Source: an optimization exercise on an open RTL-to-GDS flow (aim: small area). Production flows keep margins and buffers that such runs may drop. Function was checked by simulation only, so behaviour that the tests miss may differ from the original. Power is estimated from default activity; no workload was simulated.

===== flow/config.mk =====
export PLATFORM = sky130hd
export DESIGN_NAME = glitch_and_exi
export DESIGN_NICKNAME = glitch_and_exi
export VERILOG_FILES = /design/flow/design.v
export SDC_FILE = /design/flow/constraint.sdc
export NUM_CORES = 4
export LEC_CHECK = 0
export ABC_AREA = 1
export CAP_MARGIN = 20
export CORE_MARGIN = 2
export CORE_UTILIZATION = 55
export SLEW_MARGIN = 20

===== flow/constraint.sdc =====
create_clock -name core_clock -period 10.0 [get_ports {CLK}]
set_input_delay 2.0000 -clock core_clock [delete_from_list [all_inputs] [get_ports {CLK}]]
set_output_delay 2.0000 -clock core_clock [all_outputs]
set_load 0.01 [all_outputs]

===== flow/design.v =====
module baud_tick_gen(
	input clk, rst,
	output tick);
reg [12:0] acc;
always @(posedge clk) if (rst) acc <= 0; else acc <= acc[11:0] + 13'd2731;
assign tick = acc[12];
endmodule
module uart_rx(
	input clk,
	input rst,
	input rx,
	output reg rx_ready,
	output reg [7:0] rx_data
);
localparam
	IDLE      = 4'b0000,
	BIT_START = 4'b0001,
	BIT0      = 4'b1000,
	BIT7      = 4'b1111,
	BIT_STOP  = 4'b0010;
reg [3:0] rx_state;
wire os_tick;
baud_tick_gen tickgen(.clk(clk), .rst(rst), .tick(os_tick));
reg [1:0] rx_sync;
always @(posedge clk) if(rst) rx_sync <= 2'b11; else if(os_tick) rx_sync <= {rx_sync[0], rx};
reg [1:0] filter_cnt;
reg rx_bit;
always @(posedge clk)
	if(rst) begin
		filter_cnt <= 2'b11;
		rx_bit <= 1'b1;
	end else if(os_tick) begin
		if((rx_sync[1] == 1'b1) && (filter_cnt != 2'b11)) filter_cnt <= filter_cnt + 1'd1;
		if((rx_sync[1] == 1'b0) && (filter_cnt != 2'b00)) filter_cnt <= filter_cnt - 1'd1;
		if(filter_cnt == 2'b11) rx_bit <= 1'b1;
		else
		if(filter_cnt == 2'b00) rx_bit <= 1'b0;
	end
reg [2:0] os_cnt;
always @(posedge clk) if(rst) os_cnt <= 0; else if(os_tick) os_cnt <= (rx_state == IDLE) ? 3'd0 : os_cnt + 3'd1;
wire sample_now = os_tick && (os_cnt == 3'd3);
always @(posedge clk)
	if(rst) rx_state <= IDLE; else
	case(rx_state)
		IDLE:      if(~rx_bit) rx_state <= BIT_START;
		BIT_START: if(sample_now) rx_state <= BIT0;
		BIT7:      if(sample_now) rx_state <= BIT_STOP;
		BIT_STOP:  if(sample_now) rx_state <= IDLE;
		default:   if(sample_now) rx_state <= rx_state + 4'd1;  
	endcase
always @(posedge clk) begin
	if(rst) rx_data <= 0; else
	if(sample_now && rx_state[3]) begin
		rx_data <= {rx_bit, rx_data[7:1]};
	end
end
always @(posedge clk)
	if (rst) rx_ready <= 0;
	else rx_ready <= (sample_now && (rx_state == BIT_STOP) && rx_bit);
endmodule
module uart_tx(
	input clk,
	input rst,
	input tx_start,
	input [7:0] tx_data,
	output tx,
	output tx_busy);
localparam
	IDLE      = 4'b0000,
	BIT_START = 4'b0100,
	BIT0      = 4'b1000,
	BIT7      = 4'b1111,
	BIT_STOP1 = 4'b0010,
	BIT_STOP2 = 4'b0011;
reg [3:0] tx_state;
reg [3:0] bit_cnt;
wire tx_ready = (tx_state == IDLE);
assign tx_busy = ~tx_ready;
wire bit_tick = bit_cnt[3] & bit_cnt[2];  
always @(posedge clk)
	if (rst | tx_ready) bit_cnt <= 0;
	else bit_cnt <= bit_tick ? 4'd1 : bit_cnt + 4'd1;
reg [7:0] tx_shift;
always @(posedge clk)
if (rst) begin
	tx_shift <= 0;
	tx_state <= IDLE;
end else begin
	if (tx_ready & tx_start)
		tx_shift <= tx_data;
	else
	if (tx_state[3] & bit_tick)
		tx_shift <= (tx_shift >> 1);
	case (tx_state)
		IDLE:      if(tx_start) tx_state <= BIT_START;
		BIT_START: if(bit_tick) tx_state <= BIT0;
		BIT7:      if(bit_tick) tx_state <= BIT_STOP1;
		BIT_STOP1: if(bit_tick) tx_state <= BIT_STOP2;
		BIT_STOP2: if(bit_tick) tx_state <= IDLE;
		default:   if(bit_tick) tx_state <= tx_state + 4'd1;  
	endcase
end
assign tx = (tx_state < 4) | (tx_state[3] & tx_shift[0]);
endmodule
module glitch_and_exi (
	input  CLK,
	input  rst,  
	output TX,
	input RX,
	output LED1,
	output LED2,
	output LED3,
	output LED4,
	output LED5,
	input BTN1,
	input BTN2,
	input BTN3,
	output LEDR_N,
	output LEDG_N,
	input P1A9_in,
	output P1A9_out, P1A9_oe,
	input P1A1, P1A3, P1A4, P1A7, P1A8, P1A2, P1A10,
	input P1B1_in,  
	output P1B1_out, P1B1_oe,  
	output P1B3_oe,  
	input P1B7  
);
	localparam [4:0]  RESET_DURATION = 5'h10;
	localparam [20:0] DELAY_0 = 21'h100000;
	localparam [20:0] DELAY_2 = 21'h635;
	wire [7:0] WIIU_DEBUG_LIVE = {P1A10, P1A9_in, P1A8, P1A7, P1A4, P1A3, P1A2, P1A1};
	reg [7:0] WIIU_DEBUG;
	reg [7:0] LAST_WIIU_DEBUG;
	reg wiiu_tx;
	reg [7:0] wiiu_tx_byte;
	reg wiiu_nrst_read;
	reg last_wiiu_nrst_read;
	reg [7:0] uart_rx_queue;
	reg [7:0] uart_rx_queue_len;
	reg [511:0] hist;
	reg [7:0] hist_len;
	reg perma_stop_reset;
	reg buffer_btn1;
	reg buffer_btn2;
	reg last_buffer_btn1;
	reg last_buffer_btn2;
	reg data_check_busy;
	reg data_flag;
	reg [7:0] data_tx;
	reg tx1_start;
	wire tx1_busy;
	reg reset_trigger;
	reg [4:0] reset_counter;
	reg glitch_log;          
	reg [20:0] bdelay;
	reg [1:0] bphase;        
	reg [1:0] binc;          
	reg exi_clk;
	reg last_exi_clk;
	reg [7:0] exi_clk_cnt;   
	reg is_serial;
	reg [3:0] serial_bits;
	reg [7:0] serial_byte;
	uart_tx utx1 (
		.clk(CLK),
		.rst(rst),
		.tx_start(tx1_start),
		.tx_data(data_tx),
		.tx(TX),
		.tx_busy(tx1_busy)
	);
	wire rx1_ready;
	wire [7:0] rx1_data;
	uart_rx urx1 (
		.clk(CLK),
		.rst(rst),
		.rx(RX),
		.rx_ready(rx1_ready),
		.rx_data(rx1_data)
	);
	wire [20:0] delay_1 = (binc == 2'd0) ? 21'h1FFF : (binc == 2'd1) ? 21'h2000 : 21'h2001;
	wire ev = BTN3 || (!wiiu_nrst_read && last_wiiu_nrst_read);
	wire dbg_changed = WIIU_DEBUG != LAST_WIIU_DEBUG;
	wire btn2_rise = buffer_btn2 && !last_buffer_btn2;
	wire btn1_rise = buffer_btn1 && !last_buffer_btn1;
	wire is_8f = (WIIU_DEBUG & 8'hBF) == 8'h8F;
	wire ser_bit = WIIU_DEBUG[7] && !LAST_WIIU_DEBUG[7] && ((WIIU_DEBUG & 8'h3E) == 8'h00);
	wire do_rec  = !rx1_ready && glitch_log && !perma_stop_reset;
	wire br_ser  = !rx1_ready && !do_rec && is_serial && dbg_changed && !ev;
	wire br_nser = !rx1_ready && !do_rec && !is_serial && (dbg_changed || btn2_rise) && !ev;
	wire do_app_ser = br_ser && !ser_bit && is_8f && serial_bits[3];
	wire do_app  = do_app_ser || br_nser;
	wire do_pop  = !rx1_ready && !do_rec && !br_ser && !br_nser && !data_flag && (hist_len != 0);
	wire [7:0] app_byte = br_ser ? serial_byte : WIIU_DEBUG;
	wire h_rec  = do_rec & !rst;
	wire h_pop  = do_pop & !rst;
	wire h_keep = !do_rec & !do_pop & !rst;
	wire h_app  = do_app & !rst & (hist_len[7:6] == 2'b00);
	wire [71:0] rec_bytes = {8'h55, 8'haa, 8'h00, exi_clk_cnt, 8'h00, exi_clk_cnt, 8'h00, exi_clk_cnt, 8'h55};
	genvar j;
	generate
		for (j = 0; j < 64; j = j + 1) begin : hb
			wire [7:0] from_rec = (j >= 9) ? hist[8*j-72+7 -: 8] : rec_bytes[8*j+7 -: 8];
			wire [7:0] from_pop = (j < 63) ? hist[8*j+15 -: 8] : 8'h00;
			wire sel = h_app && (hist_len[5:0] == j);
			always @(posedge CLK)
				hist[8*j+7 -: 8] <= ({8{h_rec}} & from_rec) | ({8{h_pop}} & from_pop)
					| ({8{h_keep}} & hist[8*j+7 -: 8]) | ({8{sel}} & app_byte);
		end
	endgenerate
	always @(posedge CLK) begin
		if (rst) begin
			hist_len <= 0;
		end else if (do_rec) begin
			hist_len <= hist_len + 8'd9;
		end else if (do_app) begin
			hist_len <= hist_len + 8'd1;
		end else if (do_pop) begin
			hist_len <= hist_len - 8'd1;
		end
	end
	always @(posedge CLK) begin
		if (rst) begin
			WIIU_DEBUG <= 8'hAA;
			LAST_WIIU_DEBUG <= 8'h55;
			wiiu_tx <= 1'b0;
			wiiu_tx_byte <= 8'b0;
			wiiu_nrst_read <= 1'b1;
			last_wiiu_nrst_read <= 1'b1;
			perma_stop_reset <= 0;
			data_check_busy <= 0;
			data_flag <= 0;
			data_tx <= 0;
			tx1_start <= 0;
			reset_trigger <= 0;
			reset_counter <= 0;
			glitch_log <= 0;
			bdelay <= 0;
			bphase <= 0;
			binc <= 0;
			exi_clk <= 0;
			last_exi_clk <= 0;
			exi_clk_cnt <= 0;
			is_serial <= 0;
			uart_rx_queue <= 0;
			uart_rx_queue_len <= 0;
			buffer_btn1 <= 0;
			buffer_btn2 <= 0;
			last_buffer_btn1 <= 0;
			last_buffer_btn2 <= 0;
			serial_bits <= 0;
			serial_byte <= 0;
		end else begin
			buffer_btn1 <= BTN1;
			last_buffer_btn1 <= buffer_btn1;
			buffer_btn2 <= BTN2;
			last_buffer_btn2 <= buffer_btn2;
			wiiu_nrst_read <= perma_stop_reset ? P1B1_in : 1'b1;
			last_wiiu_nrst_read <= wiiu_nrst_read;
			WIIU_DEBUG <= WIIU_DEBUG_LIVE;
			exi_clk <= P1B7;
			last_exi_clk <= exi_clk;
			glitch_log <= btn1_rise;
			if (data_flag) begin
				if (data_check_busy) begin
					if (~tx1_busy) data_check_busy <= 0;
				end else begin
					if (~tx1_busy) begin
						tx1_start <= 1'b1;
					end else begin
						tx1_start <= 1'b0;
						data_flag <= 0;
					end
				end
			end
			if (rx1_ready) begin
				if (uart_rx_queue_len == 0)
					uart_rx_queue <= uart_rx_queue | rx1_data;
				uart_rx_queue_len <= uart_rx_queue_len + 1;
			end
			else if (do_rec) begin
			end
			else if (br_ser) begin
				if (ser_bit) begin
					if (!serial_bits[3]) begin
						serial_byte <= {serial_byte[6:0], WIIU_DEBUG[0]};
						serial_bits <= serial_bits + 1;
						wiiu_tx <= wiiu_tx_byte[7];
						wiiu_tx_byte <= {wiiu_tx_byte[6:0], 1'b0};
					end
				end
				else if (is_8f) begin
					wiiu_tx_byte <= uart_rx_queue;
					uart_rx_queue_len <= uart_rx_queue_len - 1;
					serial_byte <= 0;
					serial_bits <= 0;
				end
				LAST_WIIU_DEBUG <= WIIU_DEBUG;
				if (WIIU_DEBUG == 8'h25) is_serial <= 0;
				if (btn2_rise) is_serial <= 0;
			end
			else if (br_nser) begin
				LAST_WIIU_DEBUG <= WIIU_DEBUG;
				if (WIIU_DEBUG == 8'h88) begin
					perma_stop_reset <= 1;
					is_serial <= 0;
				end
				else if (WIIU_DEBUG == 8'h8F && LAST_WIIU_DEBUG == 8'h0F) begin
					is_serial <= 1;
				end
				else if (WIIU_DEBUG == 8'hc3
						 || WIIU_DEBUG == 8'hda
						 || WIIU_DEBUG == 8'he1
						 || WIIU_DEBUG == 8'h0d
						 || WIIU_DEBUG == 8'h1d) begin
					perma_stop_reset <= 0;
					is_serial <= 0;
				end
			end
			else if (do_pop) begin
				data_tx <= hist[7:0];
				data_flag <= 1;
				data_check_busy <= 1;
			end
			if (reset_trigger)
				exi_clk_cnt <= 0;
			else if (exi_clk && !last_exi_clk && !exi_clk_cnt[7])
				exi_clk_cnt <= exi_clk_cnt + 1;
			if (btn1_rise) reset_counter <= RESET_DURATION;
			if (ev) begin
				reset_trigger <= 1;
				is_serial <= 0;
				perma_stop_reset <= 0;
			end
			else if (reset_counter != 0) begin
				reset_counter <= reset_counter - 1;
				reset_trigger <= 1;
			end
			else begin
				reset_trigger <= 0;
			end
			if (ev) begin
				bphase <= 2'd1;
				bdelay <= delay_1;
			end
			else if (bdelay == 1) begin
				buffer_btn1 <= 1;
				if (bphase == 2'd1) begin
					bphase <= 2'd2;
					bdelay <= DELAY_2;
				end else if (bphase == 2'd2) begin
					bphase <= 2'd0;
					bdelay <= DELAY_0;
				end else begin
					bdelay <= 0;
				end
			end
			else if (bdelay != 0) begin
				bdelay <= bdelay - 1;
			end
			else begin
				bphase <= 2'd1;
				bdelay <= delay_1;
				binc <= (binc == 2'd2) ? 2'd0 : binc + 2'd1;
			end
		end
	end
	assign LEDR_N = ~data_tx[0];
	assign LEDG_N = ~data_tx[1];
	assign {LED1, LED2, LED3, LED4} = WIIU_DEBUG[7:4];
	assign P1B1_out = !(reset_trigger && !perma_stop_reset);
	assign P1B1_oe = !perma_stop_reset;
	assign LED5 = buffer_btn1;
	assign P1A9_out = wiiu_tx;
	assign P1A9_oe = is_serial;
	assign P1B3_oe = !(exi_clk_cnt > 8'h10 && exi_clk_cnt < 8'h80);
endmodule

===== flow/run.sh =====
#!/bin/bash
# synth_recipe.tcl (not shown) runs the flow's synth.tcl, then flattens the netlist and writes it again
# the make line also repeats each setting of config.mk as NAME=value (left out here)
make -C /OpenROAD-flow-scripts/flow DESIGN_CONFIG=/design/flow/config.mk WORK_HOME=/design/flow/orfs CLKGATE_MAP_FILE= SYNTH_SCRIPT=/design/flow/synth_recipe.tcl finish

==> summary.txt, run 1 <==
Critical path
  • Slowest stage delay, CP: 0.72 ns
  • Reg2reg end: hist[102]$_DFF_P_
  • Worst Reg-to-Reg Cells: 11
  • Worst endpoint required time: 10.56 ns
  • CP max FO: 73
  • Critical path class: input port to flop
  • Reg2Reg Setup Slack: 5.98 ns
  • FF-to-FF Start: hist_len[2]$_SDFFE_PP0P_
  • Worst EP arrival: 5.65 ns
  • Worst setup EP type: flop
  • Worst path slowest cell: buf_4
  • Crit path buf inv count: 3
  • Family with the most delay on the worst path: buffers and inverters
  • CP Cell Sequence: clkdlybuf4s50_1, a21oi_4, nand2_2, nor2_1, nand2_4, nand3_4, nand2_4, nor2_8, buf_4, buf_4, nand2_1, nand3_1
  • Crit start category: input port

Layout
  • Fraction of final layout cells sized beyond drive strength 1: 3.830%
  • Final #Nets: 5382
  • Number of diodes: 0
  • Final Util: 58.81%
  • Post-route cell area: 37910 um2
  • Area Overhead vs Synth: 5.671%

Clocking
  • H-tree levels: 3
  • Hold buffer count at cts: 0
  • Post-CTS Resized: 0
  • Sink Count: 684
  • CTS tree: done
  • Clk pin slew, worst setup/hold paths: 0.05 ns
  • Setup Buffers After CTS: 0
  • Max clock buf depth: 3
  • CTS buffer count: 77
  • Clk Latency, worst-skew pair: 0.63 ns
  • Root Buffer Master: clkbuf_16

Global route
  • GRT overflow: 0
  • First-pass GRT wire length: 184100 um
  • Initial antenna violation count: 0
  • Via count of the first global-routing pass: 32400
  • Largest net degree at the start of global routing: 224
  • Total GRT Usage: 34.25%

Floorplan
  • DIE AREA: 67290 um2
  • Die Span Y: 259.4 um
  • Top-Level Pins: 29
  • Initial Util: 55.65%
  • Cell Rows: 93
  • Core area: 64460 um2
  • Die W: 259.4 um

Synthesis
  • Synthesis Warnings: 4
  • Cell area after synthesis: 35880 um2
  • Instance count of the mapped netlist: 5546
  • Ys flop type: dfxtp_1
  • Share of the synthesized area in the top cell type: 38.17%
  • Top-count cell post-synth: nor2_1
  • Register area share after synthesis: 38.17%
  • Post-synthesis async set-or-reset flop share: 0%
  • Avg Cell Area, Syn: 6.469 um2
  • Top cells by count, synth: 1571 x nor2_1, 797 x nand2_1, 684 x dfxtp_1
  • Syn_nets: 5598
  • Area leader, netlist: dfxtp_1
  • Synth top area cells: dfxtp_1 38%, nor2_1 16%, nand4_1 9.2%
  • Post-synth EDFFs: 0
  • Distinct cells, synth: 48
  • Synth Register Bits: 684

Timing
  • Max-slew violation count: 0
  • FMAX: 0.1963 GHz
  • RSZ-0062 raised after global routing: false
  • Final setup viols: 0
  • Setup WS post-layout: 4.906 ns
  • Slew HR: 21.31%
  • Final hold violations: 0
  • Minimum clock period: 5.094 ns
  • Slew @ Worst Pin: 1.180 ns
  • Ratio of final minimum period to clock period: 50.94%
  • Final TNS setup: 0 ns
  • Layout Skew: 0.01978 ns
  • WHS: 0.4293 ns

Drt
  • DR WL/cell: 18.83 um
  • DR pass1 iterations: 8
  • Vias: 35260
  • Vias per inst: 5.656
  • Remaining antenna violation count: 0
  • Routed wire length: 117400 um
  • DRC viols: 0
  • Drt initial violations: 5084

Worst hold path
  • Hold EP: urx1.tickgen.acc[0]$_SDFF_PP0_
  • Hold path start: urx1.tickgen.acc[0]$_SDFF_PP0_
  • Hold Path Class: flop to flop
  • Hold path depth: 1

Run status
  • Outcome: timing/DRC/antenna clean

Place
  • GP Congestion: 0.8601
  • HPWL Detailed: 71880 um
  • DP Area: 35530 um2
  • Place WS: 4.312 ns
  • Input/output buffers: 28

Power
  • Max VDD drop: 0.0001549 V
  • Pleak: 14.02 nW
  • Power Density: 186.3 nW/um2

Run
  • Max_cap viols: 0
==> report_power, final <==
part	switching (W)	internal (W)	leakage [nW]	total, W
registers	0.0000971	0.00283	5.53	0.00293
clock network	0.00116	0.00159	1.18	0.00274
logic	0.00113	0.000264	7.31	0.00139
total	0.00238	0.00468	14.0	0.00706
==> how the worst max path moves through the flow <==
stage / start / endpoint / slack [ns] / cells after the start
after global placement: BTN3 / hist[104]$_DFF_P_ / 4.33 / 12
after floorplan: BTN3 / hist_len[6]$_SDFFE_PP0P_ / 5.60 / 17
after detailed placement: BTN3 / hist[127]$_DFF_P_ / 4.31 / 12
after global routing: BTN3 / hist[127]$_DFF_P_ / 4.60 / 12
after CTS: BTN3 / hist[127]$_DFF_P_ / 4.97 / 12
final: BTN3 / hist[102]$_DFF_P_ / 4.91 / 12
==> stage by stage <==
step / power [W] / std cells
floorplan: 0.004048 / 5546
global placement: 0.004337 / 6106
detailed placement: 0.004332 / 6106
CTS: 0.007056 / 6234
global route: 0.007319 / 6234
finish: 0.007063 / 6234
==> metal layers <==
| layer | track usage, % | vias to the layer above | part of all wire (%) |
|---|---|---|---|
| li1 | - | 17320 | - |
| met1 | 49.58 | 16300 | 45 |
| met2 | 51.95 | 1396 | 44 |
| met3 | 5.604 | 239 | 8.2 |
| met4 | 10.57 | 2 | 3.1 |
| met5 | 0.7835 | - | 0.063 |
==> logic make-up (layout without fill, tap and decap cells) <==
family	after synthesis	count (layout)	synth area share, %
simple gates	3540	3540	43.39
buf+inv	1024	857	12.72
fa+ha+maj	36	36	1.297
flops	684	684	38.17
compound gates	231	231	3.672
xor+xnor	31	31	0.7568
==> sequential cells by signal, indices dropped and copies added (netlist names), 5 cells and up <==
| register | cells |
|---|---|
| uart_rx_queue_len | 8 |
| data_tx | 8 |
| WIIU_DEBUG | 8 |
| utx1.tx_shift | 8 |
| serial_byte | 8 |
| bdelay | 21 |
| reset_counter | 5 |
| wiiu_tx_byte | 8 |
| hist | 512 |
| exi_clk_cnt | 8 |
| urx1.tickgen.acc | 13 |
| hist_len | 8 |
| LAST_WIIU_DEBUG | 8 |
| urx1.rx_data | 8 |
| uart_rx_queue | 8 |
==> cell type report <==
| type | instances | area (um2) |
|---|---|---|
| fillers | 6550 | 26550 |
| multi-input cells | 3838 | 17650 |
| flip-flops and latches | 684 | 13690 |
| inverters | 670 | 2530 |
| clock buffers | 118 | 2323 |
| well taps | 855 | 1070 |
| repair buffers | 59 | 583.1 |
| clock inverters | 10 | 57.56 |
==> worst reg2reg max path: stages (launching register included) <==
cell     delay, ns
dfxtp_1       0.35
nor2_2        0.19
nand2_1       0.44
nor3_1        0.34
nor3_2        0.14
nand3_4       0.17
nand2_4       0.09
nor2_8        0.66
buf_4         0.56
buf_4         0.73
nand2_1       0.17
nand3_1       0.11
==> layout by cell type, fill, tap and decap left out, types with 17 or more instances in the layout <==
cell type	instances
nor3_1	17
nor2_1	1569
clkbuf_16	79
inv_1	653
ha_1	34
o21ai_0	78
nand3_1	579
clkbuf_8	20
nand2_1	797
nand4_1	528
clkbuf_1	19
a21oi_1	109
buf_4	25
clkdlybuf4s50_1	27
dfxtp_1	684
xor2_1	19
==> inputs of run 2 (changes only) <==
--- a/flow/design.v
+++ b/flow/design.v
@@ -67,38 +67,17 @@
 	output tx_busy);
-localparam
-	IDLE      = 4'b0000,
-	BIT_START = 4'b0100,
-	BIT0      = 4'b1000,
-	BIT7      = 4'b1111,
-	BIT_STOP1 = 4'b0010,
-	BIT_STOP2 = 4'b0011;
-reg [3:0] tx_state;
+reg [11:0] frame;
 reg [3:0] bit_cnt;
-wire tx_ready = (tx_state == IDLE);
-assign tx_busy = ~tx_ready;
+assign tx_busy = |frame[11:1];
 wire bit_tick = bit_cnt[3] & bit_cnt[2];  
 always @(posedge clk)
-	if (rst | tx_ready) bit_cnt <= 0;
+	if (rst | ~tx_busy) bit_cnt <= 0;
 	else bit_cnt <= bit_tick ? 4'd1 : bit_cnt + 4'd1;
-reg [7:0] tx_shift;
 always @(posedge clk)
-if (rst) begin
-	tx_shift <= 0;
-	tx_state <= IDLE;
-end else begin
-	if (tx_ready & tx_start)
-		tx_shift <= tx_data;
-	else
-	if (tx_state[3] & bit_tick)
-		tx_shift <= (tx_shift >> 1);
-	case (tx_state)
-		IDLE:      if(tx_start) tx_state <= BIT_START;
-		BIT_START: if(bit_tick) tx_state <= BIT0;
-		BIT7:      if(bit_tick) tx_state <= BIT_STOP1;
-		BIT_STOP1: if(bit_tick) tx_state <= BIT_STOP2;
-		BIT_STOP2: if(bit_tick) tx_state <= IDLE;
-		default:   if(bit_tick) tx_state <= tx_state + 4'd1;  
-	endcase
-end
-assign tx = (tx_state < 4) | (tx_state[3] & tx_shift[0]);
+	if (rst)
+		frame <= 12'd1;
+	else if (~tx_busy) begin
+		if (tx_start) frame <= {3'b111, tx_data, 1'b0};
+	end else if (bit_tick)
+		frame <= {1'b0, frame[11:1]};
+assign tx = frame[0];
 endmodule
@@ -161,4 +140,5 @@
 	reg is_serial;
-	reg [3:0] serial_bits;
-	reg [7:0] serial_byte;
+	reg [8:0] serial_sr;
+	wire serial_full = serial_sr[8];
+	wire [7:0] serial_byte = serial_sr[7:0];
 	uart_tx utx1 (
@@ -190,3 +170,3 @@
 	wire br_nser = !rx1_ready && !do_rec && !is_serial && (dbg_changed || btn2_rise) && !ev;
-	wire do_app_ser = br_ser && !ser_bit && is_8f && serial_bits[3];
+	wire do_app_ser = br_ser && !ser_bit && is_8f && serial_full;
 	wire do_app  = do_app_ser || br_nser;
@@ -250,4 +230,3 @@
 			last_buffer_btn2 <= 0;
-			serial_bits <= 0;
-			serial_byte <= 0;
+			serial_sr <= 9'd1;
 		end else begin
@@ -284,5 +263,4 @@
 				if (ser_bit) begin
-					if (!serial_bits[3]) begin
-						serial_byte <= {serial_byte[6:0], WIIU_DEBUG[0]};
-						serial_bits <= serial_bits + 1;
+					if (!serial_full) begin
+						serial_sr <= {serial_sr[7:0], WIIU_DEBUG[0]};
 						wiiu_tx <= wiiu_tx_byte[7];
@@ -294,4 +272,3 @@
 					uart_rx_queue_len <= uart_rx_queue_len - 1;
-					serial_byte <= 0;
-					serial_bits <= 0;
+					serial_sr <= 9'd1;
 				end
--- a/flow/config.mk
+++ b/flow/config.mk
@@ -7,3 +7,2 @@
 export LEC_CHECK = 0
-export ABC_AREA = 1
 export CAP_MARGIN = 20
@@ -11,2 +10,4 @@
 export CORE_UTILIZATION = 55
+export CTS_BUF_LIST = sky130_fd_sc_hd__clkbuf_4
+export CTS_CLUSTER_SIZE = 20
 export SLEW_MARGIN = 20
==> run 2 against run 1 <==
Compared with the run above: first-iteration DRC count fell by 14%; cell count is 35% lower; maximum frequency up 5.3%; critical path type unchanged; largest power group unchanged.
==> summary.txt, run 2 <==
Run status
  • Outcome: timing/DRC/antenna clean (unchanged)

Critical path
  • FF-to-FF Start: WIIU_DEBUG[5]$_SDFF_PP1_ (was hist_len[2]$_SDFFE_PP0P_)
  • Worst setup EP type: flop (unchanged)
  • Crit start category: input port (unchanged)
  • Reg2Reg Setup Slack: 5.55 ns (was 5.98 ns)
  • Worst Reg-to-Reg Cells: 12 (was 11)
  • Critical path class: input port to flop (unchanged)
  • Worst EP arrival: 5.77 ns (was 5.65 ns)
  • CP max FO: 215 (was 73)
  • Worst endpoint required time: 10.94 ns (was 10.56 ns)
  • Reg2reg end: hist_len[7]$_SDFFE_PP0P_ (was hist[102]$_DFF_P_)
  • Crit. Startpoint: BTN3 (unchanged)

Timing
  • Layout Skew: 0.06277 ns (was 0.01978 ns)
  • Slew @ Worst Pin: 1.174 ns (was 1.180 ns)
  • Final setup viols: 0 (unchanged)
  • Minimum clock period: 4.836 ns (was 5.094 ns)
  • Slew HR: 21.72% (was 21.31%)
  • Max-slew violation count: 0 (unchanged)
  • Ratio of final minimum period to clock period: 48.36% (was 50.94%)
  • Final hold violations: 0 (unchanged)
  • Final TNS setup: 0 ns (unchanged)
  • RSZ-0062 raised after global routing: false (unchanged)
  • FMAX: 0.2068 GHz (was 0.1963 GHz)

Worst hold path
  • Hold path depth: 1 (unchanged)
  • Hold EP: glitch_log$_SDFF_PP0_ (was urx1.tickgen.acc[0]$_SDFF_PP0_)
  • Hold path start: last_buffer_btn1$_SDFF_PP0_ (was urx1.tickgen.acc[0]$_SDFF_PP0_)
  • Hold Path Class: flop to flop (unchanged)

Synthesis
  • Post-synth EDFFs: 0 (unchanged)
  • Syn_nets: 3357 (was 5598)
  • Cell area after synthesis: 30290 um2 (was 35880 um2)
  • Top-count cell post-synth: dfxtp_1 (was nor2_1)
  • Share of the synthesized area in the top cell type: 45.01% (was 38.17%)
  • Synth Register Bits: 681 (was 684)
  • Ys flop type: dfxtp_1 (unchanged)
  • Synthesis Warnings: 4 (unchanged)
  • Post-synthesis async set-or-reset flop share: 0% (unchanged)
  • Instance count of the mapped netlist: 3309 (was 5546)
  • Avg Cell Area, Syn: 9.154 um2 (was 6.469 um2)
  • Top cells by count, synth: 681 x dfxtp_1, 366 x nor2_1, 316 x nand2_1 (was 1571 x nor2_1, 797 x nand2_1, 684 x dfxtp_1)
  • Distinct cells, synth: 74 (was 48)
  • Synth top area cells: dfxtp_1 45%, a22oi_1 7.0%, a221o_1 6.9% (was dfxtp_1 38%, nor2_1 16%, nand4_1 9.2%)
  • Area leader, netlist: dfxtp_1 (unchanged)
  • Register area share after synthesis: 45.01% (was 38.17%)

Layout
  • Commonest cells after routing, fill and taps aside: 681 x dfxtp_1, 363 x nor2_1, 316 x nand2_1 (was 1569 x nor2_1, 797 x nand2_1, 684 x dfxtp_1)
  • Post-route cell area: 32820 um2 (was 37910 um2)
  • Area Overhead vs Synth: 8.360% (was 5.671%)
  • Multi-input combinational cell area: 15260 um2 (was 17650 um2)
  • Top reg by flops: hist (unchanged)
  • Most common cell after layout, fill and taps aside: dfxtp_1 (was nor2_1)
  • Final Util: 59.93% (was 58.81%)
  • Largest regs: hist: 512 flops, bdelay: 21 flops, urx1.tickgen.acc: 13 flops (unchanged)
  • Sequential cell area: 13630 um2 (was 13690 um2)
  • Max reg flops: 512 (unchanged)
  • Final non-filler cell total: 4057 (was 6234)
  • Final #Nets: 3267 (was 5382)
  • Fill count: 4869 (was 6550)
  • Fraction of final layout cells sized beyond drive strength 1: 11.48% (was 3.830%)

Drt
  • Vias per inst: 7.150 (was 5.656)
  • DRC viols: 0 (unchanged)
  • Drt initial violations: 4374 (was 5084)
  • Routed wire length: 110000 um (was 117400 um)
  • Vias: 29010 (was 35260)
  • Remaining antenna violation count: 0 (unchanged)
  • DR pass1 iterations: 6 (was 8)
  • DR WL/cell: 27.12 um (was 18.83 um)

Clocking
  • Max clock buf depth: 3 (unchanged)
  • CTS tree: done (unchanged)
  • CTS buffer count: 179 (was 77)
  • Clk Latency, worst-skew pair: 1.07 ns (was 0.63 ns)
  • H-tree levels: 4 (was 3)
  • Setup Buffers After CTS: 0 (unchanged)
  • Clk pin slew, worst setup/hold paths: 0.07 ns (was 0.05 ns)
  • Sink Count: 681 (was 684)
  • Hold buffer count at cts: 0 (unchanged)
  • Post-CTS Resized: 0 (unchanged)
  • Root Buffer Master: clkbuf_4 (was clkbuf_16)

Power
  • Max VDD drop: 0.0002595 V (was 0.0001549 V)
  • Power Density: 211.3 nW/um2 (was 186.3 nW/um2)
  • Pleak: 11.28 nW (was 14.02 nW)
  • Tot Pwr: 0.006935 W (was 0.007063 W)

Floorplan
  • Top-Level Pins: 29 (unchanged)
  • Die Span Y: 238.7 um (was 259.4 um)
  • Initial Util: 55.30% (was 55.65%)
  • Cell Rows: 86 (was 93)
  • DIE AREA: 56970 um2 (was 67290 um2)
  • Die W: 238.7 um (was 259.4 um)
  • Core area: 54770 um2 (was 64460 um2)

Place
  • HPWL Detailed: 67250 um (was 71880 um)
  • Placed cells: 3742 (was 6106)
  • GP Congestion: 0.8733 (was 0.8601)
  • Input/output buffers: 28 (unchanged)
  • DP Area: 30530 um2 (was 35530 um2)

Global route
  • Largest net degree at the start of global routing: 235 (was 224)
  • First-pass GRT wire length: 165500 um (was 184100 um)
  • Total GRT Usage: 37.54% (was 34.25%)
  • Initial antenna violation count: 4 (was 0)
  • Via count of the first global-routing pass: 27380 (was 32400)
  • GRT overflow: 0 (unchanged)

Run
  • Max_cap viols: 0 (unchanged)
==> run 2: worst max-delay path: stages <==
cell,delay (ns)
clkdlybuf4s50_1,0.46
inv_1,0.08
and2_1,0.32
o31ai_4,0.17
buf_12,0.73
and2_4,0.45
buf_12,0.62
a22oi_1,0.25
o221ai_1,0.24
==> run 2: per-stage QoR <==
step	worst slack [ns]	hold slack [ns]
after floorplan	5.182	0.3828
after global placement	4.377	0.3984
after detailed placement	4.316	0.4085
after CTS	5.330	0.4132
after global routing	5.101	0.4337
final	5.164	0.4072
==> run 2: power breakdown <==
part / internal [W] / leakage (nW) / switching (W)
Clock: 0.00132 / 1.37 / 0.00116
Sequential: 0.00285 / 5.51 / 0.000186
Combinational: 0.000325 / 4.40 / 0.00109
==> run 2: worst max path at each step <==
stage | to | slack (ns) | cells past startpoint
final | hist[405]$_DFF_P_ | 5.16 | 9
after global routing | hist_len[7]$_SDFFE_PP0P_ | 5.10 | 13
after CTS | P1B3_oe | 5.33 | 6
after detailed placement | hist_len[7]$_SDFFE_PP0P_ | 4.32 | 13
after global placement | hist_len[7]$_SDFFE_PP0P_ | 4.38 | 13
after floorplan | hist_len[7]$_SDFFE_PP0P_ | 5.18 | 12
==> run 2: area by class of cell <==
type / count / share of cell area (%)
flip-flops and latches: 681 / 41.54
well taps: 704 / 2.684
clock inverters: 32 / 0.6214
inverters: 37 / 0.4231
diodes: 7 / 0.05337
clock buffers: 276 / 6.313
repair buffers: 62 / 1.876
multi-input cells: 2258 / 46.49
==> run 2: per-layer routing <==
metal	up-vias	GRT usage (%)	part of all wire (%)
met5	-	0	0.010
met4	2	19.83	5.2
met3	300	8.349	10
met2	1848	56.27	44
met1	13970	50.52	40
li1	12880	-	-
==> run 2: cell families (layout without fill, tap and decap cells) <==
| family | count (synthesis) | after routing | share of synthesized area, % |
|---|---|---|---|
| other cells | 0 | 7 | 0 |
| simple gates | 930 | 930 | 13.40 |
| mux | 41 | 41 | 1.400 |
| flops | 681 | 681 | 45.01 |
| compound gates | 1214 | 1214 | 32.44 |
| buf+inv | 370 | 407 | 5.122 |
| xor+xnor | 41 | 41 | 1.260 |
| fa+ha+maj | 32 | 32 | 1.371 |
==> inputs of run 3 (changes only) <==
==> flow/flow/run.sh (new file) <==
#!/bin/bash
# Standard ORFS layout, but with an area-oriented ABC mapping script (&nf) in
# synthesis. Everything else (synthesis passes, flattening, renaming, and all
# layout steps) is the standard flow.
set -euo pipefail
HERE=$(pwd)
rm -rf "$HERE/myscripts"
cp -r "$FLOW_HOME/scripts" "$HERE/myscripts"
cp "$HERE/flow/abc_map.script" "$HERE/myscripts/abc_speed.script"
cp "$HERE/flow/abc_map.script" "$HERE/myscripts/abc_area.script"
bash standard.sh SCRIPTS_DIR="$HERE/myscripts" synth > "$HERE/synth.log" 2>&1
bash standard.sh finish > "$HERE/layout.log" 2>&1
==> flow/flow/abc_map.script (new file) <==
strash
&get -n
&st
&dch
&nf -R 1000
&put
topo
==> flow/standard.sh (new file) <==
#!/bin/bash
# synth_recipe.tcl (not shown) runs the flow's synth.tcl, then flattens the netlist and writes it again
# the make line also repeats each setting of config.mk as NAME=value (left out here)
make -C /OpenROAD-flow-scripts/flow DESIGN_CONFIG=/design/flow/config.mk WORK_HOME=/design/flow/orfs CLKGATE_MAP_FILE= SYNTH_SCRIPT=/design/flow/synth_recipe.tcl "${@:-finish}"
removed: flow/run.sh
==> run 3 against run 2 <==
Compared with the run above: highest routed layer is now met4; combinational power fell by about 30%; flip-flop and latch count is the same; still clean on timing, DRC and antenna; area after synthesis decreased by 15%; routed wire length shrank 22%; register-to-register slack got worse by 0.80 ns.
==> summary.txt, run 3 <==
Run status
  • Outcome: timing/DRC/antenna clean (unchanged)

Layout
  • Post-route cell area: 29200 um2 (was 32820 um2)
  • Fraction of final layout cells sized beyond drive strength 1: 11.16% (was 11.48%)
  • Commonest cells after routing, fill and taps aside: 681 x dfxtp_1, 551 x o21ai_0, 456 x a222oi_1 (was 681 x dfxtp_1, 363 x nor2_1, 316 x nand2_1)
  • Final #Nets: 2760 (was 3267)
  • Largest regs: hist: 512 flops, bdelay: 21 flops, urx1.tickgen.acc: 13 flops (unchanged)
  • Max reg flops: 512 (unchanged)
  • Most common cell after layout, fill and taps aside: dfxtp_1 (unchanged)
  • Area Overhead vs Synth: 13.97% (was 8.360%)
  • Top reg by flops: hist (unchanged)

Critical path
  • Critical path class: flop to flop (was input port to flop)
  • Family with the most delay on the worst path: simple AND/OR/NAND/NOR gates (was buffers and inverters)
  • Levels on crit path: 13 (was 9)
  • CP Cell Sequence: clkinv_1, ha_1, a21boi_0, o221ai_1, nor4_1, nor2_4, nor2_4, nand2_1, nor3_2, nor2b_4, buf_4, a222oi_1, o21ai_0 (was clkdlybuf4s50_1, inv_1, and2_1, o31ai_4, buf_12, and2_4, buf_12, a22oi_1, o221ai_1)
  • Worst path slowest cell: nor4_1 (was buf_12)
  • Worst setup EP type: flop (unchanged)
  • Crit start category: flop (was input port)
  • FF-to-FF Start: LAST_WIIU_DEBUG[7]$_SDFFE_PP0P_ (was WIIU_DEBUG[5]$_SDFF_PP1_)
  • Worst Reg-to-Reg Cells: 13 (was 12)
  • Reg2Reg Setup Slack: 4.75 ns (was 5.55 ns)
  • Slowest stage delay, CP: 0.93 ns (was 0.73 ns)
  • Crit path buf inv count: 2 (was 4)
  • Reg2reg end: hist[449]$_DFF_P_ (was hist_len[7]$_SDFFE_PP0P_)
  • CP max FO: 94 (was 215)
  • Crit. Startpoint: LAST_WIIU_DEBUG[7]$_SDFFE_PP0P_ (was BTN3)
  • Critical Path End: hist[449]$_DFF_P_ (was hist[405]$_DFF_P_)
  • Worst endpoint required time: 10.92 ns (was 10.94 ns)
  • Worst EP arrival: 6.17 ns (was 5.77 ns)
  • Crit-path most repeated cell: nor2_4 (was buf_12)

Synthesis
  • Synth Register Bits: 681 (unchanged)
  • Distinct cells, synth: 46 (was 74)
  • Register area share after synthesis: 53.21% (was 45.01%)
  • Top-count cell post-synth: dfxtp_1 (unchanged)
  • Post-synth EDFFs: 0 (unchanged)
  • Share of the synthesized area in the top cell type: 53.21% (was 45.01%)
  • Top cells by count, synth: 681 x dfxtp_1, 551 x o21ai_0, 456 x a222oi_1 (was 681 x dfxtp_1, 366 x nor2_1, 316 x nand2_1)
  • Avg Cell Area, Syn: 10.33 um2 (was 9.154 um2)
  • Post-synthesis async set-or-reset flop share: 0% (unchanged)
  • Syn_nets: 2529 (was 3357)
  • Ys flop type: dfxtp_1 (unchanged)
  • Synth top area cells: dfxtp_1 53%, a222oi_1 18%, o21ai_0 11% (was dfxtp_1 45%, a22oi_1 7.0%, a221o_1 6.9%)
  • Synthesis Warnings: 4 (unchanged)
  • Cell area after synthesis: 25620 um2 (was 30290 um2)
  • Instance count of the mapped netlist: 2481 (was 3309)
  • Area leader, netlist: dfxtp_1 (unchanged)

Clocking
  • Post-CTS Resized: 0 (unchanged)
  • Setup Buffers After CTS: 0 (unchanged)
  • H-tree levels: 4 (unchanged)
  • Root Buffer Master: clkbuf_4 (unchanged)
  • CTS tree: done (unchanged)
  • Clk Latency, worst-skew pair: 1.05 ns (was 1.07 ns)
  • CTS buffer count: 172 (was 179)
  • Max clock buf depth: 3 (unchanged)
  • Sink Count: 681 (unchanged)
  • Hold buffer count at cts: 0 (unchanged)
  • Clk pin slew, worst setup/hold paths: 0.07 ns (about the same)

Drt
  • Routed wire length: 85490 um (was 110000 um)
  • Drt initial violations: 5254 (was 4374)
  • Vias per inst: 7.092 (was 7.150)
  • DR WL/cell: 24.95 um (was 27.12 um)
  • DR pass1 iterations: 22 (was 6)
  • Vias: 24300 (was 29010)
  • DRC viols: 0 (unchanged)
  • Remaining antenna violation count: 0 (unchanged)

Floorplan
  • Top-Level Pins: 29 (unchanged)
  • Initial Util: 55.39% (was 55.30%)
  • Die Span Y: 219.8 um (was 238.7 um)
  • Cell Rows: 79 (was 86)
  • Die W: 219.8 um (was 238.7 um)
  • DIE AREA: 48330 um2 (was 56970 um2)
  • Core area: 46260 um2 (was 54770 um2)

Timing
  • Slew HR: 16.57% (was 21.72%)
  • Max-slew violation count: 0 (unchanged)
  • Final hold violations: 0 (unchanged)
  • Final TNS setup: 0 ns (unchanged)
  • Layout Skew: 0.05643 ns (was 0.06277 ns)
  • Minimum clock period: 5.255 ns (was 4.836 ns)
  • Setup WS post-layout: 4.745 ns (was 5.164 ns)
  • Final setup viols: 0 (unchanged)
  • RSZ-0062 raised after global routing: false (unchanged)
  • Slew @ Worst Pin: 1.252 ns (was 1.174 ns)
  • Ratio of final minimum period to clock period: 52.55% (was 48.36%)
  • FMAX: 0.1903 GHz (was 0.2068 GHz)

Power
  • Switching Share: 30.90% (was 35.15%)
  • Cell internal pwr: 0.004340 W (was 0.004497 W)
  • Register share of total power: 47.8% (was 43.8%)
  • Pleak: 9.850 nW (was 11.28 nW)
  • Clock Power Share: 36.4% (was 35.7%)
  • Max VDD drop: 0.0001628 V (was 0.0002595 V)
  • Psw: 0.001941 W (was 0.002438 W)
  • Power Density: 215.1 nW/um2 (was 211.3 nW/um2)
  • Comb power frac: 15.9% (was 20.4%)

Global route
  • Initial antenna violation count: 3 (was 4)
  • Largest net degree at the start of global routing: 256 (was 235)
  • Via count of the first global-routing pass: 22060 (was 27380)
  • GRT overflow: 0 (unchanged)
  • Total GRT Usage: 34.74% (was 37.54%)
  • First-pass GRT wire length: 129700 um (was 165500 um)

Place
  • Input/output buffers: 28 (unchanged)
  • HPWL Detailed: 53870 um (was 67250 um)
  • GP Congestion: 0.8953 (was 0.8733)
  • Place WS: 4.185 ns (was 4.316 ns)
  • DP Area: 27130 um2 (was 30530 um2)

Worst hold path
  • Hold Path Class: flop to flop (unchanged)

Run
  • Max_cap viols: 0 (unchanged)
[run 3: cell count changes in the layout (fill, tap and decap cells not counted), moves of 34 or more]
cell      previous run  this run
o21ai_0             57       551
a222oi_1             0       456
a22oi_1            284        56
nand2_1            316       103
a221o_1            208         0
a32oi_1            209         2
o221ai_1           208         1
nor2_1             363       164
o21ai_1             53         0
inv_1               34         0
[run 3: area by class of cell]
cell class | count | area (um2)
Clock buffer | 257 | 1929
Fill cell | 3960 | 17060
Antenna cell | 6 | 15.01
Multi-Input combinational cell | 1762 | 12030
Sequential cell | 681 | 13630
Tap cell | 607 | 759.5
Inverter | 38 | 142.6
Timing Repair Buffer | 57 | 570.5
Clock inverter | 18 | 121.4
[run 3: logic make-up after synthesis]
logic type / after synthesis / synth area share (%)
and+or+nand+nor: 446 / 7.974
AOI/OAI and AO/OA: 1215 / 34.19
DFF: 681 / 53.21
buffers and inverters: 38 / 0.5567
xor gates and xnor gates: 50 / 1.709
adders and majority gates: 32 / 1.621
muxes: 19 / 0.7423
[run 3: layer usage]
metal | up-vias | part of all wire, % | track usage [%]
met5 | - | 0 | 0
li1 | 11090 | - | -
met4 | 0 | 6.8 | 23.09
met3 | 242 | 9.2 | 8.240
met2 | 1369 | 45 | 52.45
met1 | 11600 | 39 | 44.28
[run 3: stage by stage]
step | instances | hold slack [ns] | power [W] | util [%]
CTS | 3420 | 0.4426 | 0.006290 | 63.09
finish | 3426 | 0.4401 | 0.006281 | 63.12
detailed placement | 3145 | 0.4281 | 0.004025 | 58.66
floorplan | 2481 | 0.4019 | 0.003675 | -
global route | 3423 | 0.4829 | 0.006576 | 63.11
global placement | 3145 | 0.4110 | 0.003990 | 58.65
[run 3: power groups by stage]
stage               logic (W)  clock network, W  registers [W]
global route          0.00109           0.00247        0.00301
CTS                  0.000975           0.00232        0.00299
global placement     0.000944                 0        0.00305
finish               0.000997           0.00228        0.00300
detailed placement   0.000970                 0        0.00305
floorplan            0.000677                 0        0.00300
[run 3: how the worst min path moves through the flow]
| stage | from | end | depth (start not counted) | slack, ns |
|---|---|---|---|---|
| 3_5_place_dp | urx1.tickgen.acc[0]$_SDFF_PP0_ | urx1.tickgen.acc[0]$_SDFF_PP0_ | 1 | 0.43 |
| 2_1_floorplan | urx1.tickgen.acc[0]$_SDFF_PP0_ | urx1.tickgen.acc[0]$_SDFF_PP0_ | 1 | 0.40 |
| 5_1_grt | urx1.tickgen.acc[0]$_SDFF_PP0_ | urx1.tickgen.acc[0]$_SDFF_PP0_ | 1 | 0.48 |
| 3_3_place_gp | urx1.tickgen.acc[0]$_SDFF_PP0_ | urx1.tickgen.acc[0]$_SDFF_PP0_ | 1 | 0.41 |
| 6_report | urx1.tickgen.acc[0]$_SDFF_PP0_ | urx1.tickgen.acc[0]$_SDFF_PP0_ | 1 | 0.44 |
| 4_1_cts | urx1.tickgen.acc[0]$_SDFF_PP0_ | urx1.tickgen.acc[0]$_SDFF_PP0_ | 1 | 0.44 |
==> inputs of run 4 (changes only) <==
--- a/flow/design.v
+++ b/flow/design.v
@@ -39,3 +39,3 @@
 reg [2:0] os_cnt;
-always @(posedge clk) if(rst) os_cnt <= 0; else if(os_tick) os_cnt <= (rx_state == IDLE) ? 3'd0 : os_cnt + 3'd1;
+always @(posedge clk) if(os_tick) os_cnt <= (rx_state == IDLE) ? 3'd0 : os_cnt + 3'd1;
 wire sample_now = os_tick && (os_cnt == 3'd3);
@@ -51,3 +51,2 @@
 always @(posedge clk) begin
-	if(rst) rx_data <= 0; else
 	if(sample_now && rx_state[3]) begin
@@ -72,3 +71,3 @@
 always @(posedge clk)
-	if (rst | ~tx_busy) bit_cnt <= 0;
+	if (~tx_busy) bit_cnt <= 0;  
 	else bit_cnt <= bit_tick ? 4'd1 : bit_cnt + 4'd1;
@@ -107,4 +106,9 @@
 	localparam [4:0]  RESET_DURATION = 5'h10;
-	localparam [20:0] DELAY_0 = 21'h100000;
-	localparam [20:0] DELAY_2 = 21'h635;
+	localparam [20:0] L_ZERO = 21'h1FFFFF;
+	localparam [20:0] L_ONE  = 21'h0FFFFF;
+	localparam [20:0] L_D1_0 = 21'h07959C;  
+	localparam [20:0] L_D1_1 = 21'h03CACE;  
+	localparam [20:0] L_D1_2 = 21'h01E567;  
+	localparam [20:0] L_D2   = 21'h01649A;  
+	localparam [20:0] L_D0   = 21'h155400;  
 	wire [7:0] WIIU_DEBUG_LIVE = {P1A10, P1A9_in, P1A8, P1A7, P1A4, P1A3, P1A2, P1A1};
@@ -160,3 +164,3 @@
 	);
-	wire [20:0] delay_1 = (binc == 2'd0) ? 21'h1FFF : (binc == 2'd1) ? 21'h2000 : 21'h2001;
+	wire [20:0] delay_1 = (binc == 2'd0) ? L_D1_0 : (binc == 2'd1) ? L_D1_1 : L_D1_2;
 	wire ev = BTN3 || (!wiiu_nrst_read && last_wiiu_nrst_read);
@@ -217,3 +221,3 @@
 			glitch_log <= 0;
-			bdelay <= 0;
+			bdelay <= L_ZERO;
 			bphase <= 0;
@@ -322,18 +326,3 @@
 			end
-			else if (bdelay == 1) begin
-				buffer_btn1 <= 1;
-				if (bphase == 2'd1) begin
-					bphase <= 2'd2;
-					bdelay <= DELAY_2;
-				end else if (bphase == 2'd2) begin
-					bphase <= 2'd0;
-					bdelay <= DELAY_0;
-				end else begin
-					bdelay <= 0;
-				end
-			end
-			else if (bdelay != 0) begin
-				bdelay <= bdelay - 1;
-			end
-			else begin
+			else if (bdelay == L_ZERO) begin
 				bphase <= 2'd1;
@@ -342,2 +331,16 @@
 			end
+			else begin
+				if (bdelay == L_ONE) begin
+					buffer_btn1 <= 1;
+					bphase <= 2'd0;
+				end
+				if (bdelay == L_ONE && bphase == 2'd1)
+					bdelay <= L_D2;
+				else if (bdelay == L_ONE && bphase == 2'd2)
+					bdelay <= L_D0;
+				else
+					bdelay <= {bdelay[19:0], bdelay[20] ^ bdelay[18]};
+				if (bdelay == L_ONE && bphase == 2'd1)
+					bphase <= 2'd2;
+			end
 		end
==> flow/flow/run.sh (replaced) <==
#!/bin/bash
# Standard ORFS layout with three changes:
#  - synthesis maps with an area-oriented ABC script (&nf); all other
#    synthesis passes, flattening and renaming are the standard ones;
#  - CTS uses clkbuf_8 leaf clusters of up to 15 sinks and no dummy loads;
#  - port buffers are buf_1 cells.
set -euo pipefail
HERE=$(pwd)
rm -rf "$HERE/myscripts"
cp -r "$FLOW_HOME/scripts" "$HERE/myscripts"
cp "$HERE/flow/abc_map.script" "$HERE/myscripts/abc_speed.script"
cp "$HERE/flow/abc_map.script" "$HERE/myscripts/abc_area.script"
bash standard.sh SCRIPTS_DIR="$HERE/myscripts" synth > "$HERE/synth.log" 2>&1
export CTS_ARGS="-sink_clustering_enable -repair_clock_nets -dont_use_dummy_load -buf_list sky130_fd_sc_hd__clkbuf_8 -sink_clustering_size 15 -sink_clustering_max_diameter 50"
export BUFFER_PORTS_ARGS="-buffer_cell sky130_fd_sc_hd__buf_1"
bash standard.sh finish > "$HERE/layout.log" 2>&1
==> flow/config.mk (replaced) <==
export PLATFORM = sky130hd
export DESIGN_NAME = glitch_and_exi
export DESIGN_NICKNAME = glitch_and_exi
export VERILOG_FILES = /design/flow/design.v
export SDC_FILE = /design/flow/constraint.sdc
export NUM_CORES = 4
export LEC_CHECK = 0
export CAP_MARGIN = 0
export CELL_PAD_IN_SITES_DETAIL_PLACEMENT = 1
export CELL_PAD_IN_SITES_GLOBAL_PLACEMENT = 2
export CORE_MARGIN = 2
export CORE_UTILIZATION = 30
export PLACE_DENSITY = 0.4
export SLEW_MARGIN = 0
==> run 4 against run 3 <==
Compared with the run above: non-clock buffer count rose by 2; first-iteration DRC count fell by 24%; worst hold slack got worse by 0.012 ns; clock power fell by 13%; critical path type is now input port to flop; largest power group unchanged; worst setup slack got worse by 0.73 ns; synthesized cell count fell by 3.6%; routed wire length rose by 26%.
==> summary.txt, run 4 <==
Drt
  • DR WL/cell: 29.53 um (was 24.95 um)
  • Remaining antenna violation count: 0 (unchanged)
  • DR pass1 iterations: 13 (was 22)
  • Vias per inst: 6.404 (was 7.092)
  • Routed wire length: 107500 um (was 85490 um)
  • DRC viols: 0 (unchanged)
  • Vias: 23300 (was 24300)
  • Drt initial violations: 3974 (was 5254)

Synthesis
  • Top cells by count, synth: 670 x dfxtp_1, 531 x o21ai_0, 456 x a222oi_1 (was 681 x dfxtp_1, 551 x o21ai_0, 456 x a222oi_1)
  • Cell area after synthesis: 25220 um2 (was 25620 um2)
  • Syn_nets: 2436 (was 2529)
  • Synth Register Bits: 681 (unchanged)
  • Share of the synthesized area in the top cell type: 53.19% (was 53.21%)
  • Ys flop type: dfxtp_1 (unchanged)
  • Area leader, netlist: dfxtp_1 (unchanged)
  • Synth top area cells: dfxtp_1 53%, a222oi_1 18%, o21ai_0 11% (unchanged)
  • Post-synthesis async set-or-reset flop share: 0% (unchanged)
  • Instance count of the mapped netlist: 2392 (was 2481)
  • Avg Cell Area, Syn: 10.54 um2 (was 10.33 um2)
  • Post-synth EDFFs: 11 (was 0)
  • Top-count cell post-synth: dfxtp_1 (unchanged)
  • Register area share after synthesis: 54.50% (was 53.21%)
  • Synthesis Warnings: 4 (unchanged)
  • Distinct cells, synth: 49 (was 46)

Place
  • HPWL Detailed: 68970 um (was 53870 um)
  • Input/output buffers: 28 (unchanged)
  • DP Area: 27100 um2 (was 27130 um2)
  • GP Congestion: 0.7818 (was 0.8953)

Clocking
  • Setup Buffers After CTS: 0 (unchanged)
  • H-tree levels: 3 (was 4)
  • Hold buffer count at cts: 0 (unchanged)
  • Post-CTS Resized: 0 (unchanged)
  • Root Buffer Master: clkbuf_8 (was clkbuf_4)
  • Clk Latency, worst-skew pair: 0.73 ns (was 1.05 ns)
  • Sink Count: 681 (unchanged)
  • Max clock buf depth: 3 (unchanged)
  • Clk pin slew, worst setup/hold paths: 0.07 ns (about the same)
  • CTS tree: done (unchanged)
  • CTS buffer count: 106 (was 172)

Timing
  • Slew @ Worst Pin: 1.242 ns (was 1.252 ns)
  • FMAX: 0.1672 GHz (was 0.1903 GHz)
  • Slew HR: 16.36% (was 16.57%)
  • Ratio of final minimum period to clock period: 59.82% (was 52.55%)
  • RSZ-0062 raised after global routing: false (unchanged)
  • Max-slew violation count: 0 (unchanged)
  • Final TNS setup: 0 ns (unchanged)
  • Final setup viols: 0 (unchanged)
  • WHS: 0.4283 ns (was 0.4401 ns)
  • Minimum clock period: 5.982 ns (was 5.255 ns)
  • Final hold violations: 0 (unchanged)
  • Layout Skew: 0.05586 ns (was 0.05643 ns)

Floorplan
  • Cell Rows: 106 (was 79)
  • Core area: 83420 um2 (was 46260 um2)
  • Die W: 293.9 um (was 219.8 um)
  • Initial Util: 30.23% (was 55.39%)
  • Die Span Y: 293.9 um (was 219.8 um)
  • DIE AREA: 86390 um2 (was 48330 um2)
  • Top-Level Pins: 29 (unchanged)

Global route
  • Total GRT Usage: 24.24% (was 34.74%)
  • Initial antenna violation count: 2 (was 3)
  • Via count of the first global-routing pass: 22740 (was 22060)
  • Largest net degree at the start of global routing: 200 (was 256)
  • GRT overflow: 0 (unchanged)
  • First-pass GRT wire length: 158300 um (was 129700 um)

Critical path
  • Critical path class: input port to flop (was flop to flop)
  • FF-to-FF Start: urx1.rx_ready$_SDFF_PP0_ (was LAST_WIIU_DEBUG[7]$_SDFFE_PP0P_)
  • Worst setup EP type: flop (unchanged)
  • Reg2Reg Setup Slack: 4.29 ns (was 4.75 ns)
  • Worst endpoint required time: 10.61 ns (was 10.92 ns)
  • Critical Path End: hist[229]$_DFF_P_ (was hist[449]$_DFF_P_)
  • Crit start category: input port (was flop)
  • Crit. Startpoint: BTN3 (was LAST_WIIU_DEBUG[7]$_SDFFE_PP0P_)
  • CP max FO: 108 (was 94)
  • Reg2reg end: hist[229]$_DFF_P_ (was hist[449]$_DFF_P_)
  • Worst EP arrival: 6.60 ns (was 6.17 ns)
  • Worst Reg-to-Reg Cells: 11 (was 13)

Layout
  • Post-route cell area: 28560 um2 (was 29200 um2)
  • Area Overhead vs Synth: 13.27% (was 13.97%)
  • Final #Nets: 2603 (was 2760)
  • Commonest cells after routing, fill and taps aside: 670 x dfxtp_1, 531 x o21ai_0, 456 x a222oi_1 (was 681 x dfxtp_1, 551 x o21ai_0, 456 x a222oi_1)
  • Most common cell after layout, fill and taps aside: dfxtp_1 (unchanged)
  • Fraction of final layout cells sized beyond drive strength 1: 5.905% (was 11.16%)
  • Largest regs: hist: 512 flops, bdelay: 21 flops, urx1.tickgen.acc: 13 flops (unchanged)
  • Top reg by flops: hist (unchanged)
  • Max reg flops: 512 (unchanged)

Run
  • Max_cap viols: 0 (unchanged)

Power
  • Max VDD drop: 0.00009852 V (was 0.0001628 V)
  • Pleak: 9.180 nW (was 9.850 nW)
  • Power Density: 209.6 nW/um2 (was 215.1 nW/um2)

Worst hold path
  • Hold path start: bdelay[1]$_SDFF_PP1_ (was urx1.tickgen.acc[0]$_SDFF_PP0_)
  • Hold Path Class: flop to flop (unchanged)

Run status
  • Outcome: timing/DRC/antenna clean (unchanged)
[run 4: changes by cell type in the layout (fill, tap and decap cells not counted), sizes merged, moves of 15 or more]
cell           change
clkdlybuf4s50     -27
buf               +28
o21ai             -20
nand3             -15
nor2              -35
clkbuf           -150
clkinv            -19
nand2             +23
[run 4: worst min-delay path by stage]
stage	to	slack, ns	depth (start not counted)
CTS	bdelay[2]$_SDFF_PP1_	0.43	2
finish	bdelay[2]$_SDFF_PP1_	0.43	2
global placement	urx1.tickgen.acc[0]$_SDFF_PP0_	0.42	1
floorplan	urx1.tickgen.acc[0]$_SDFF_PP0_	0.40	1
detailed placement	urx1.tickgen.acc[0]$_SDFF_PP0_	0.43	1
global route	bdelay[2]$_SDFF_PP1_	0.45	2
[run 4: area by class of cell]
cell class              count  area, um2
fillers                  9291      54860
repair buffers             59      404.1
diodes                      2      5.005
inverters                  31      116.4
multi-input cells        1680      11480
clock buffers             106       1459
flip-flops and latches    681      13740
well taps                1080       1351
[run 4: kinds of logic after synthesis]
group,synth area share (%)
simple gates,7.096
compound gates,34.57
mux,0.6748
buf+inv,0.4615
flops,54.50
fa+ha+maj,1.449
xor+xnor,1.250
[run 4: through the flow]
step,total power (W),setup slack (ns),std cells,util (%)
2_1_floorplan,0.003640,0.06324,2392,-
3_3_place_gp,0.004030,3.474,3531,32.48
3_5_place_dp,0.004058,3.377,3531,32.48
4_1_cts,0.006066,4.177,3637,34.23
5_1_grt,0.006298,3.660,3639,34.24
6_report,0.005986,4.018,3639,34.24
[run 4: where the power goes]
| group | internal (W) | total (W) | switching, W |
|---|---|---|---|
| clock | 0.000927 | 0.00198 | 0.00106 |
| combinational | 0.000263 | 0.000993 | 0.000730 |
| sequential | 0.00285 | 0.00301 | 0.000157 |
[run 4: routing by layer]
layer / part of all wire (%) / global-route usage, %
met5: 0 / 0
met4: 2.5 / 6.794
met3: 5.3 / 2.681
met2: 46 / 38.83
met1: 46 / 34.38
[run 4: critical path, stage by stage]
cell and delay [ns]:
buf_1 0.08, a21o_1 0.25, nor4_1 0.69, or2_0 0.49
or4_1 0.35, nor2b_1 0.66, and2_4 0.58, buf_4 0.96
a222oi_1 0.22, o21ai_0 0.15
==> inputs of run 5 (changes only) <==
--- a/flow/design.v
+++ b/flow/design.v
@@ -129,6 +129,6 @@
 	reg last_buffer_btn2;
-	reg data_check_busy;
-	reg data_flag;
+	reg [1:0] flush;
+	wire data_flag = |flush;
 	reg [7:0] data_tx;
-	reg tx1_start;
+	wire tx1_start = flush[1] & ~flush[0];
 	wire tx1_busy;
@@ -177,2 +177,3 @@
 	wire do_pop  = !rx1_ready && !do_rec && !br_ser && !br_nser && !data_flag && (hist_len != 0);
+	wire q_dec = br_ser && !ser_bit && is_8f;
 	wire [7:0] app_byte = br_ser ? serial_byte : WIIU_DEBUG;
@@ -197,8 +198,4 @@
 			hist_len <= 0;
-		end else if (do_rec) begin
-			hist_len <= hist_len + 8'd9;
-		end else if (do_app) begin
-			hist_len <= hist_len + 8'd1;
-		end else if (do_pop) begin
-			hist_len <= hist_len - 8'd1;
+		end else begin
+			hist_len <= hist_len + {{4{do_pop}}, do_rec | do_pop, {2{do_pop}}, do_rec | do_app | do_pop};
 		end
@@ -214,6 +211,4 @@
 			perma_stop_reset <= 0;
-			data_check_busy <= 0;
-			data_flag <= 0;
+			flush <= 2'b00;
 			data_tx <= 0;
-			tx1_start <= 0;
 			reset_trigger <= 0;
@@ -246,14 +241,5 @@
 			glitch_log <= btn1_rise;
-			if (data_flag) begin
-				if (data_check_busy) begin
-					if (~tx1_busy) data_check_busy <= 0;
-				end else begin
-					if (~tx1_busy) begin
-						tx1_start <= 1'b1;
-					end else begin
-						tx1_start <= 1'b0;
-						data_flag <= 0;
-					end
-				end
-			end
+			uart_rx_queue_len <= uart_rx_queue_len + {{7{q_dec}}, rx1_ready | q_dec};
+			flush[1] <= ~tx1_busy & (flush[1] | flush[0]);
+			flush[0] <= ~flush[1] & (flush[0] | do_pop);
 			if (rx1_ready) begin
@@ -261,3 +247,2 @@
 					uart_rx_queue <= uart_rx_queue | rx1_data;
-				uart_rx_queue_len <= uart_rx_queue_len + 1;
 			end
@@ -275,3 +260,2 @@
 					wiiu_tx_byte <= uart_rx_queue;
-					uart_rx_queue_len <= uart_rx_queue_len - 1;
 					serial_sr <= 9'd1;
@@ -302,4 +286,2 @@
 				data_tx <= hist[7:0];
-				data_flag <= 1;
-				data_check_busy <= 1;
 			end
--- a/flow/flow/run.sh
+++ b/flow/flow/run.sh
@@ -4,3 +4,3 @@
 #    synthesis passes, flattening and renaming are the standard ones;
-#  - CTS uses clkbuf_8 leaf clusters of up to 15 sinks and no dummy loads;
+#  - CTS uses clkbuf_8 leaf clusters of up to 12 sinks (80 um) and no dummy loads;
 #  - port buffers are buf_1 cells.
@@ -13,3 +13,3 @@
 bash standard.sh SCRIPTS_DIR="$HERE/myscripts" synth > "$HERE/synth.log" 2>&1
-export CTS_ARGS="-sink_clustering_enable -repair_clock_nets -dont_use_dummy_load -buf_list sky130_fd_sc_hd__clkbuf_8 -sink_clustering_size 15 -sink_clustering_max_diameter 50"
+export CTS_ARGS="-sink_clustering_enable -repair_clock_nets -dont_use_dummy_load -buf_list sky130_fd_sc_hd__clkbuf_8 -sink_clustering_size 12 -sink_clustering_max_diameter 80"
 export BUFFER_PORTS_ARGS="-buffer_cell sky130_fd_sc_hd__buf_1"
==> run 5 against run 4 <==
Compared with the run above: still clean on timing, DRC and antenna; core utilization decreased by 0.57 points; cell count decreased by 1.1%; die area decreased by 0.16%; largest cell class unchanged; largest power group unchanged.
==> summary.txt, run 5 <==
Synthesis
  • Register area share after synthesis: 54.51% (was 54.50%)
  • Synth top area cells: dfxtp_1 53%, a222oi_1 18%, o21ai_0 11% (unchanged)
  • Avg Cell Area, Syn: 10.57 um2 (was 10.54 um2)
  • Top cells by count, synth: 669 x dfxtp_1, 529 x o21ai_0, 456 x a222oi_1 (was 670 x dfxtp_1, 531 x o21ai_0, 456 x a222oi_1)
  • Post-synth EDFFs: 11 (unchanged)
  • Syn_nets: 2428 (was 2436)
  • Share of the synthesized area in the top cell type: 53.20% (was 53.19%)
  • Instance count of the mapped netlist: 2381 (was 2392)

Global route
  • Total GRT Usage: 24.48% (was 24.24%)
  • Largest net degree at the start of global routing: 189 (was 200)
  • First-pass GRT wire length: 159600 um (was 158300 um)
  • GRT overflow: 0 (unchanged)

Timing
  • Slew HR: 24.17% (was 16.36%)
  • Layout Skew: 0.04873 ns (was 0.05586 ns)
  • Minimum clock period: 6.245 ns (was 5.982 ns)
  • RSZ-0062 raised after global routing: false (unchanged)
  • Slew @ Worst Pin: 1.137 ns (was 1.242 ns)
  • Final setup viols: 0 (unchanged)
  • Final TNS setup: 0 ns (unchanged)
  • FMAX: 0.1601 GHz (was 0.1672 GHz)

Power
  • Psw: 0.001913 W (was 0.001944 W)
  • Tot Pwr: 0.005640 W (was 0.005986 W)
  • Clock Power Share: 27.9% (was 33.1%)
  • Switching Share: 33.91% (was 32.47%)
  • Register share of total power: 53.1% (was 50.3%)

Critical path
  • Slowest stage delay, CP: 0.67 ns (was 0.96 ns)
  • Critical path class: input port to flop (unchanged)
  • Crit start category: input port (unchanged)
  • Worst setup EP type: flop (unchanged)
  • Worst path slowest cell: nor2_4 (was buf_4)
  • CP max FO: 16 (was 108)
  • CP Cell Sequence: buf_1, a21oi_1, nand3_1, nor2_4, nor2_1, nand3_1, clkinv_1, ha_1, a21oi_1, nand2_1, a21o_1, a21o_1, a21o_1, a21oi_1, xor2_1, nor2_1 (was buf_1, a21o_1, nor4_1, or2_0, or4_1, nor2b_1, and2_4, buf_4, a222oi_1, o21ai_0)
  • Worst endpoint required time: 10.54 ns (was 10.61 ns)

Floorplan
  • Top-Level Pins: 29 (unchanged)
  • Die Span Y: 293.7 um (was 293.9 um)
  • Cell Rows: 106 (unchanged)
  • Core area: 83420 um2 (unchanged)
  • DIE AREA: 86250 um2 (was 86390 um2)

Clocking
  • Sink Count: 680 (was 681)
  • CTS tree: done (unchanged)
  • Hold buffer count at cts: 0 (unchanged)
  • Setup Buffers After CTS: 0 (unchanged)

Layout
  • Area Overhead vs Synth: 11.58% (was 13.27%)
  • Largest regs: hist: 512 flops, bdelay: 21 flops, urx1.tickgen.acc: 13 flops (unchanged)
  • Final Util: 33.67% (was 34.24%)
  • Top reg by flops: hist (unchanged)

Drt
  • Drt initial violations: 3722 (was 3974)

Run status
  • Outcome: timing/DRC/antenna clean (unchanged)

Place
  • GP Congestion: 0.7905 (was 0.7818)
run 5: kinds of logic (layout without fill, tap and decap cells):
| kind of cell | after synthesis | count (layout) | synth area share, % |
|---|---|---|---|
| compound gates | 1178 | 1178 | 33.86 |
| xor+xnor | 32 | 32 | 1.113 |
| fa+ha+maj | 31 | 31 | 1.600 |
| buf+inv | 33 | 169 | 0.4921 |
| flops | 680 | 680 | 54.51 |
| mux | 17 | 17 | 0.6759 |
| other cells | 0 | 1 | 0 |
| simple gates | 410 | 410 | 7.749 |
run 5: power groups by stage:
stage	Combinational, W	Clock [W]	Sequential (W)
after floorplan	0.000667	0	0.00299
after global placement	0.00105	0	0.00306
after detailed placement	0.00107	0	0.00306
after CTS	0.00107	0.00164	0.00300
after global routing	0.00118	0.00174	0.00301
final	0.00107	0.00157	0.00300
run 5: per-layer routing:
layer / track usage [%] / wire length (um) / vias to the layer above
met3: 2.968 / 5164 / 155
li1: - / - / 10410
met4: 8.711 / 4070 / 0
met5: 0 / 0 / -
met2: 41.43 / 52150 / 722
met1: 32.06 / 47030 / 11840
run 5: path summary, 6_finish.rpt:
path	startpoint	endpoint	slack [ns]	cells after the start
worst max register to register	wiiu_nrst_read$_SDFF_PP1_	hist_len[7]$_SDFF_PP0_	4.73	16
worst min-delay path	bdelay[1]$_SDFF_PP1_	bdelay[2]$_SDFF_PP1_	0.45	2
worst min register to register	bdelay[1]$_SDFF_PP1_	bdelay[2]$_SDFF_PP1_	0.45	2
worst max-delay path	BTN3	hist_len[7]$_SDFF_PP0_	3.76	16
run 5: area by class of cell:
cell class / instances / area (um2)
Timing Repair Buffer: 69 / 479.2
Antenna cell: 1 / 2.502
Clock buffer: 67 / 922.1
Multi-Input combinational cell: 1668 / 11490
Sequential cell: 680 / 13720
Inverter: 33 / 123.9
Tap cell: 1080 / 1351
Fill cell: 9201 / 55330
run 5: worst register-to-register path, delay by kind of cell, from the launching register on:
kind	cells	cell delay, ns
and+or+nand+nor	6	2.04
AOI/OAI and AO/OA	6	1.47
buffers and inverters	2	0.63
adders and majority gates	1	0.50
DFF	1	0.35
xor gates and xnor gates	1	0.17
run 5: stage by stage:
stage	worst slack, ns	area (um2)	hold WS [ns]	cells
2_1_floorplan	0.0003517	25200	0.4147	2381
3_3_place_gp	3.146	27160	0.4288	3530
3_5_place_dp	2.978	27160	0.4398	3530
4_1_cts	3.730	28090	0.4486	3597
5_1_grt	3.302	28090	0.4735	3598
6_report	3.755	28090	0.4506	3598
